This is an optimization exercise on Yosys and OpenROAD, whose aim is small area, not a production implementation. In this exercise RTL edits were held to simulation tests only and were not proved equivalent to the original. No activity file was given, so power comes from the tool's default toggle rates.

==> flow/design.v <==
`timescale 1ns / 1ps
module Top(
    input CLK,RST,BTNC,BTNU,BTNL,BTNR,BTND,
    input [15:0] SW,
    output [15:0] LED,
    output [7:0] SSEG_CA,
    output [7:0] SSEG_AN
    );
    reg [20:0] Counter;
    wire Tick  = Counter[1] & Counter[0];
    wire Flash = Counter[6];
    wire Slide = Counter[9];
    wire Slow  = Counter[10];
    wire [2:0] Point = Counter[4:2];
    reg [20:1] Rc;
    wire [3:0] R0 = {Rc[2],Rc[4],Rc[7],Rc[3]};
    wire [3:0] R1 = {Rc[6],Rc[7],Rc[19],Rc[1]};
    wire [3:0] R2 = {Rc[5],Rc[9],Rc[13],Rc[20]};
    wire [3:0] R3 = {Rc[8],Rc[11],Rc[16],Rc[12]};
    always @(posedge CLK) begin
        if (RST) begin
            Counter <= 21'd0;
        end else begin
            Counter <= Counter + 21'd1;
        end
    end
    always @(posedge CLK) begin
            if (BTNC)
                {Rc[20],Rc[19],Rc[16],Rc[13],Rc[12],Rc[11],Rc[9:1]} <=
                {Counter[20],Counter[19],Counter[16],Counter[13],Counter[12],Counter[11],Counter[9:1]};
    end
    localparam [3:0] S_IDLE = 4'd0,  S_ANIM = 4'd1,  S_ANS  = 4'd2,  S_GUESS = 4'd3,
                     S_ANIM0 = 4'd14, S_ANS0 = 4'd15,
                     S_BAD  = 4'd4,  S_GOOD = 4'd5,  S_SL1  = 4'd6,  S_SL0   = 4'd7,
                     S_NEXT = 4'd8,  S_WIN1 = 4'd9,  S_WIN2 = 4'd10, S_LOSE1 = 4'd11,
                     S_LOSE2 = 4'd12, S_STUCK = 4'd13;
    reg [3:0] State;
    reg [3:0] P0, P1, P2, P3;    
    reg LV;                      
    reg [4:0] P4, P5, P6, P7;
    reg [3:0] Value;
    reg [2:0] iG;       
    reg [1:0] iD;
    reg [4:0] Score;
    reg [2:0] Check_win;
    reg flag, you_lost;
    reg Lx, Ly, Lz;    
    reg [3:0] Vsw;
    integer k;
    always @(*) begin
        Vsw = Value;
        for (k = 0; k < 16; k = k + 1)
            if (SW[k]) Vsw = k[3:0];
    end
    reg [3:0] Rsel;
    always @(*) begin
        case (iD)
            2'd0: Rsel = R0;
            2'd1: Rsel = R1;
            2'd2: Rsel = R2;
            default: Rsel = R3;
        endcase
    end
    wire guess = BTND & Slow;
    wire [2:0] iG1 = iG + 3'd1;
    wire Flash_last = Counter[6] ^ (Counter[5:2] == 4'd0);
    wire [2:0] iGa = (State == S_ANIM && Flash_last == iG[0]) ? iG1 : iG;
    always @(posedge CLK) begin
        if (RST) begin
            State <= S_IDLE;
            P0 <= 4'd0;
            LV <= 1'b0;
            Value <= 4'd0;
            Score <= 5'b10001;
            Check_win <= 3'd0;
            flag <= 1'b0;
            {Lx,Ly,Lz} <= 3'b000;
        end else if (Tick) begin
            case (State)
            S_IDLE: begin
                you_lost <= 1'b0;
                {P0,P1,P2,P3} <= 16'd0; LV <= 1'b0;
                    {P4,P5,P6,P7} <= 20'd0;
                iG <= 3'd0;
                iD <= 2'd3;
                if (BTNC) State <= S_ANIM0;
            end
            S_ANIM0, S_ANIM: begin
                P0 <= R0; P1 <= R1; P2 <= R2; P3 <= R3; LV <= 1'b1;
                {P4,P5,P6,P7} <= 20'd0;
                iG <= iGa;
                State <= (Flash == iGa[0] && iGa == 3'd7) ? S_ANS0 : S_ANIM;
            end
            S_ANS0, S_ANS: begin
                if (BTNR) begin
                    P0 <= R0; P1 <= R1; P2 <= R2; P3 <= R3; LV <= 1'b1;
                end else
                    begin {P0,P1,P2,P3} <= 16'd0; LV <= 1'b0; end
                {P4,P5,P6,P7} <= 20'd0;
                State <= S_ANS;
                if (!Flash) begin
                    iG <= 3'd0;
                    iD <= 2'd3;
                    State <= S_GUESS;
                end
            end
            S_GUESS: begin
                flag <= 1'b1;
                if (guess) begin
                    Value <= Vsw;
                    if (Vsw != Rsel) begin
                        case (iG[1:0])
                            2'd0: P7 <= {1'b1,Vsw};
                            2'd1: P6 <= {1'b1,Vsw};
                            2'd2: P5 <= {1'b1,Vsw};
                            default: P4 <= {1'b1,Vsw};
                        endcase
                        {Lx,Ly,Lz} <= (Vsw > Rsel) ? 3'b001 : 3'b010;
                        State <= S_BAD;
                    end else begin
                        {Lx,Ly,Lz} <= 3'b111;
                        State <= S_GOOD;
                    end
                end
            end
            S_BAD: begin
                if (!Slow && !BTND) begin
                    iG <= iG1;
                    State <= (iG == 3'd3) ? S_LOSE1 : S_GUESS;
                end
            end
            S_GOOD: begin
                if (!Slide) State <= S_SL1;
            end
            S_SL1, S_SL0: begin
                if (Slide == (State == S_SL1)) begin
                    {Lx,Ly,Lz} <= 3'b000;
                    iG <= iG1;
                    State <= (iG1 == {1'b1,~iD}) ? S_NEXT : (State == S_SL1) ? S_SL0 : S_SL1;
                end
            end
            S_NEXT: begin
                if (!Slide) begin
                    {P4,P5,P6,P7} <= 20'd0;
                    case (iD)
                        2'd0: P0 <= Value;
                        2'd1: P1 <= Value;
                        2'd2: P2 <= Value;
                        default: P3 <= Value;
                    endcase
                    iD <= iD - 2'd1;
                    iG <= 3'd0;
                    if (iD == 2'd0) begin
                        LV <= 1'b1;
                        State <= S_WIN1;
                        Score <= Score + 5'd1;
                    end else
                        State <= S_GUESS;
                end
            end
            S_WIN1: begin
                if (flag) begin
                    Check_win <= Check_win + 3'd1;
                    flag <= 1'b0;
                end
                if (Slow) begin
                    {Lx,Ly,Lz} <= 3'b110;
                    P0 <= R0; P1 <= R1; P2 <= R2; P3 <= R3; LV <= 1'b1;
                    P6 <= Score;
                    P5 <= 5'b10000;
                    P4 <= 5'b10000;
                    if (Score == 5'b10110) begin
                        State <= S_IDLE;
                        Score <= 5'b10000;
                    end else
                        State <= BTNC ? S_ANIM0 : S_WIN2;
                end else if (BTNC)
                    State <= S_IDLE;
            end
            S_WIN2: begin
                if (!Slow) begin
                    {Lx,Ly,Lz} <= 3'b000;
                    {P0,P1,P2,P3} <= 16'd0; LV <= 1'b0;
                    {P4,P5,P6,P7} <= 20'd0;
                    State <= BTNC ? S_STUCK : S_WIN1;
                end else if (BTNC)
                    State <= S_IDLE;
            end
            S_LOSE1: begin
                if (flag) begin
                    if (Check_win == 3'd0)
                        you_lost <= 1'b1;
                    else begin
                        Check_win <= Check_win - 3'd1;
                        flag <= 1'b0;
                    end
                end
                if (Check_win <= 3'd5) Score <= {2'b10,Check_win};
                if (Slow) begin
                    State <= you_lost ? S_IDLE : S_LOSE2;
                    P7 <= 5'b11111;
                    P6 <= 5'b10000;
                    P5 <= 5'b10000;
                    P4 <= 5'b10000;
                    P0 <= R0; P1 <= R1; P2 <= R2; P3 <= R3; LV <= 1'b1;
                end else if (BTNC)
                    State <= S_IDLE;
            end
            S_LOSE2: begin
                if (!Slow) {P4,P5,P6,P7} <= 20'd0;
                if (BTNC) State <= S_IDLE;
                else if (!Slow) State <= S_LOSE1;
            end
            default: begin
                {Lx,Ly,Lz} <= 3'b100;
            end
            endcase
        end
    end
    wire L15 = Lz, L0 = Ly, Lhi = Lx & Lz, Lodd = Lx, Leven = Lx & Ly;
    assign LED = {L15, Lhi,Lhi,Lhi,Lhi,Lhi,Lhi,Lhi,
                  Lodd,Leven,Lodd,Leven,Lodd,Leven,Lodd, L0};
    wire [2:0] Off = (State == S_ANIM || State == S_ANS0) ? {~iG[2], iG[1:0]} : 3'd0;
    wire [3:0] q = {1'b0,Point} + {Off[2],Off};
    reg [4:0] Cell;
    always @(*) begin
        case (q[2:0])
            3'd0: Cell = {LV, P0};
            3'd1: Cell = {LV | (iD == 2'd0), P1};
            3'd2: Cell = {LV | ~iD[1], P2};
            3'd3: Cell = {LV | (iD != 2'd3), P3};
            3'd4: Cell = P4;
            3'd5: Cell = P5;
            3'd6: Cell = P6;
            default: Cell = P7;
        endcase
        if (q[3]) Cell = 5'd0;
    end
    wire ovl = (State == S_GOOD || State == S_SL1 || State == S_SL0 || State == S_NEXT) && (Point == ~iG);
    wire [4:0] Disp = ovl ? {1'b1,Value} : Cell;
    assign SSEG_AN = Disp[4] ? ~(8'b00000001 << Point) : 8'hFF;
    reg [6:0] Seg;
    always @(*) begin
        case (Disp[3:0])
            4'h0: Seg = 7'b0111111;
            4'h1: Seg = 7'b0000110;
            4'h2: Seg = 7'b1011011;
            4'h3: Seg = 7'b1001111;
            4'h4: Seg = 7'b1100110;
            4'h5: Seg = 7'b1101101;
            4'h6: Seg = 7'b1111101;
            4'h7: Seg = 7'b0000111;
            4'h8: Seg = 7'b1111111;
            4'h9: Seg = 7'b1100111;
            4'hA: Seg = 7'b1110111;
            4'hB: Seg = 7'b1111100;
            4'hC: Seg = 7'b0111001;
            4'hD: Seg = 7'b1011110;
            4'hE: Seg = 7'b1111001;
            default: Seg = 7'b1110001;
        endcase
    end
    assign SSEG_CA = {1'b1, ~Seg};
endmodule
export LEC_CHECK = 0
export CAP_MARGIN = 20
export CORE_MARGIN = 2
export CORE_UTILIZATION = 40
export CTS_BUF_LIST = sky130_fd_sc_hd__clkbuf_8
export GPL_TIMING_DRIVEN = 0
export SLEW_MARGIN = 20
create_clock -name core_clock -period 10.0 [get_ports {CLK}]
standard.sh (not shown) runs the stock make flow with config.mk's settings and CLKGATE_MAP_FILE= SYNTH_SCRIPT=/design/flow/synth_recipe.tcl, a recipe that flattens the netlist after the stock synthesis.
==> flow/flow/run.sh <==
#!/bin/bash
# Own layout flow: the standard synthesis, then the combinational logic
# between the (untouched) registers is re-mapped by ABC for area, then the
# standard ORFS layout from floorplan on, with 1x buffers on the ports.
# Each tool's output goes to a log file in this folder.
set -euo pipefail
W=$(pwd)
R=$W/orfs/results/$FLOW_PLATFORM/Top/base
LIB=$FLOW_HOME/platforms/$FLOW_PLATFORM/lib/sky130_fd_sc_hd__tt_025C_1v80.lib

# 1. standard synthesis
bash standard.sh synth > $W/run_synth.log 2>&1

# 2. re-map the logic between registers; registers and tie cells are kept as
#    black boxes, so their names and cell types stay as synthesis gave them
cp $R/1_2_yosys.v $W/std_netlist.v
DONTUSE=$(grep -oE "sky130_fd_sc_hd__(lpflow|probe)[a-z0-9_]*" $LIB | sort -u | sed 's/^/-dont_use /' | tr '\n' ' ')
KEEP=$(grep -oE "sky130_fd_sc_hd__(e?dfx|e?dfr|e?dfs|sdf|dl|conb)[a-z0-9_]*" $W/std_netlist.v | sort -u | tr '\n' ' ')
cat > $W/resyn.ys <<YS
read_liberty -ignore_miss_func $LIB
blackbox $KEEP
read_verilog $W/std_netlist.v
hierarchy -check -top $FLOW_TOP
flatten
opt -full
abc -liberty $LIB -script $W/flow/area.abc $DONTUSE
opt_clean -purge
stat -liberty $LIB
write_verilog -noattr -nohex -nodec $W/resyn_netlist.v
YS
yosys -s $W/resyn.ys > $W/run_resyn.log 2>&1

# 3. prove the re-mapped netlist equal to the standard one
cat > $W/equiv.ys <<YS
read_liberty -ignore_miss_func $LIB
read_verilog $W/std_netlist.v
rename $FLOW_TOP gold
read_verilog $W/resyn_netlist.v
rename $FLOW_TOP gate
hierarchy -check
flatten
opt_clean
equiv_make gold gate eq
hierarchy -top eq
equiv_simple -seq 2
equiv_status -assert
YS
if yosys -s $W/equiv.ys > $W/run_equiv.log 2>&1 &&
   [ "$(grep -c 'dfxtp\|edfxtp' $W/std_netlist.v)" = "$(grep -c 'dfxtp\|edfxtp' $W/resyn_netlist.v)" ]; then
  cp $W/resyn_netlist.v $R/1_2_yosys.v
  rm -f $R/1_synth.odb
else
  echo "re-mapped netlist not proven equal; using the standard netlist" >> $W/run_equiv.log
fi

# 4. layout from the netlist, 1x buffers on the ports
export BUFFER_PORTS_ARGS="-buffer_cell sky130_fd_sc_hd__buf_1"
bash standard.sh > $W/run_layout.log 2>&1
==> flow/flow/area.abc <==
strash
&get -n
&fraig -x
&put
scorr
dc2
strash
&get -n
&deepsyn -T 60
&put
strash
&get -n
&dch -f
&nf -R 1000
&put
strash
&get -n
&dch -f
&nf -R 1000
&put
strash
&get -n
&dch -f
&nf -R 1000
&put
strash
&get -n
&dch -f
&nf -R 1000
&put
strash
&get -n
&dch -f
&nf -R 1000
&put
The baseline completed without violations.
Then changed:
--- a/flow/design.v
+++ b/flow/design.v
@@ -27,20 +27,20 @@
     always @(posedge CLK) begin
             if (BTNC)
                 {Rc[20],Rc[19],Rc[16],Rc[13],Rc[12],Rc[11],Rc[9:1]} <=
                 {Counter[20],Counter[19],Counter[16],Counter[13],Counter[12],Counter[11],Counter[9:1]};
     end
     localparam [3:0] S_IDLE = 4'd0,  S_ANIM = 4'd1,  S_ANS  = 4'd2,  S_GUESS = 4'd3,
-                     S_ANIM0 = 4'd14, S_ANS0 = 4'd15,
                      S_BAD  = 4'd4,  S_GOOD = 4'd5,  S_SL1  = 4'd6,  S_SL0   = 4'd7,
                      S_NEXT = 4'd8,  S_WIN1 = 4'd9,  S_WIN2 = 4'd10, S_LOSE1 = 4'd11,
                      S_LOSE2 = 4'd12, S_STUCK = 4'd13;
     reg [3:0] State;
     reg [3:0] P0, P1, P2, P3;    
     reg LV;                      
     reg [4:0] P4, P5, P6, P7;
+    reg [2:0] Off;
     reg [3:0] Value;
     reg [2:0] iG;       
     reg [1:0] iD;
     reg [4:0] Score;
     reg [2:0] Check_win;
     reg flag, you_lost;
@@ -60,47 +60,46 @@
             2'd2: Rsel = R2;
             default: Rsel = R3;
         endcase
     end
     wire guess = BTND & Slow;
     wire [2:0] iG1 = iG + 3'd1;
-    wire Flash_last = Counter[6] ^ (Counter[5:2] == 4'd0);
-    wire [2:0] iGa = (State == S_ANIM && Flash_last == iG[0]) ? iG1 : iG;
     always @(posedge CLK) begin
         if (RST) begin
             State <= S_IDLE;
-            P0 <= 4'd0;
-            LV <= 1'b0;
+            Off <= 3'd4;     
             Value <= 4'd0;
             Score <= 5'b10001;
             Check_win <= 3'd0;
             flag <= 1'b0;
             {Lx,Ly,Lz} <= 3'b000;
         end else if (Tick) begin
+            Off <= (State == S_ANIM) ? {~iG[2], iG[1:0]} : 3'd0;
             case (State)
             S_IDLE: begin
                 you_lost <= 1'b0;
                 {P0,P1,P2,P3} <= 16'd0; LV <= 1'b0;
                     {P4,P5,P6,P7} <= 20'd0;
                 iG <= 3'd0;
                 iD <= 2'd3;
-                if (BTNC) State <= S_ANIM0;
-            end
-            S_ANIM0, S_ANIM: begin
+                if (BTNC) State <= S_ANIM;
+            end
+            S_ANIM: begin
                 P0 <= R0; P1 <= R1; P2 <= R2; P3 <= R3; LV <= 1'b1;
                 {P4,P5,P6,P7} <= 20'd0;
-                iG <= iGa;
-                State <= (Flash == iGa[0] && iGa == 3'd7) ? S_ANS0 : S_ANIM;
-            end
-            S_ANS0, S_ANS: begin
+                if (Flash == iG[0]) begin
+                    iG <= iG1;
+                    if (iG == 3'd7) State <= S_ANS;
+                end
+            end
+            S_ANS: begin
                 if (BTNR) begin
                     P0 <= R0; P1 <= R1; P2 <= R2; P3 <= R3; LV <= 1'b1;
                 end else
                     begin {P0,P1,P2,P3} <= 16'd0; LV <= 1'b0; end
                 {P4,P5,P6,P7} <= 20'd0;
-                State <= S_ANS;
                 if (!Flash) begin
                     iG <= 3'd0;
                     iD <= 2'd3;
                     State <= S_GUESS;
                 end
             end
@@ -170,13 +169,13 @@
                     P5 <= 5'b10000;
                     P4 <= 5'b10000;
                     if (Score == 5'b10110) begin
                         State <= S_IDLE;
                         Score <= 5'b10000;
                     end else
-                        State <= BTNC ? S_ANIM0 : S_WIN2;
+                        State <= BTNC ? S_ANIM : S_WIN2;
                 end else if (BTNC)
                     State <= S_IDLE;
             end
             S_WIN2: begin
                 if (!Slow) begin
                     {Lx,Ly,Lz} <= 3'b000;
@@ -217,13 +216,12 @@
             endcase
         end
     end
     wire L15 = Lz, L0 = Ly, Lhi = Lx & Lz, Lodd = Lx, Leven = Lx & Ly;
     assign LED = {L15, Lhi,Lhi,Lhi,Lhi,Lhi,Lhi,Lhi,
                   Lodd,Leven,Lodd,Leven,Lodd,Leven,Lodd, L0};
-    wire [2:0] Off = (State == S_ANIM || State == S_ANS0) ? {~iG[2], iG[1:0]} : 3'd0;
     wire [3:0] q = {1'b0,Point} + {Off[2],Off};
     reg [4:0] Cell;
     always @(*) begin
         case (q[2:0])
             3'd0: Cell = {LV, P0};
             3'd1: Cell = {LV | (iD == 2'd0), P1};
What happened: Die area barely changes. Cell area increases by 0.44%. Total power drops by 3.6%. Utilization is lower by 0.93 points. Register-to-register slack improves by 110 ps. Non-clock buffer count went up by 1. Worst hold slack gets worse by 4.1 ps.

[re-timing with driven ports]
In the flow no input, the clock included, has a driving cell. The finished layouts below were timed again as built, in two steps.
Step 1, drivers: a clkbuf_16 drives CLK and a buf_2 each remaining input, both assumed.
Step 2, shift: input delay + t, output delay - t, t = (earliest + latest rising clock arrival at the registers) / 2. This alone moves slack from input paths to output paths.
Three values: ideal, step 1, step 2; two values: the first two.
| run | shift t [ns] | setup WS [ns] | worst setup path at the end | latest minus earliest clock arrival (ns) | slew at the worst register clock pin (ns) |
|---|---|---|---|---|---|
| the first run | 0.400 | 2.340 / 2.307 / 2.707 | register to output | 0.008 / 0.008 | 0.10 / 0.10 |
| the second run | 0.402 | 3.270 / 3.237 / 3.639 | register to output | 0.010 / 0.010 | 0.10 / 0.10 |
After both steps every run listed still meets setup and hold.
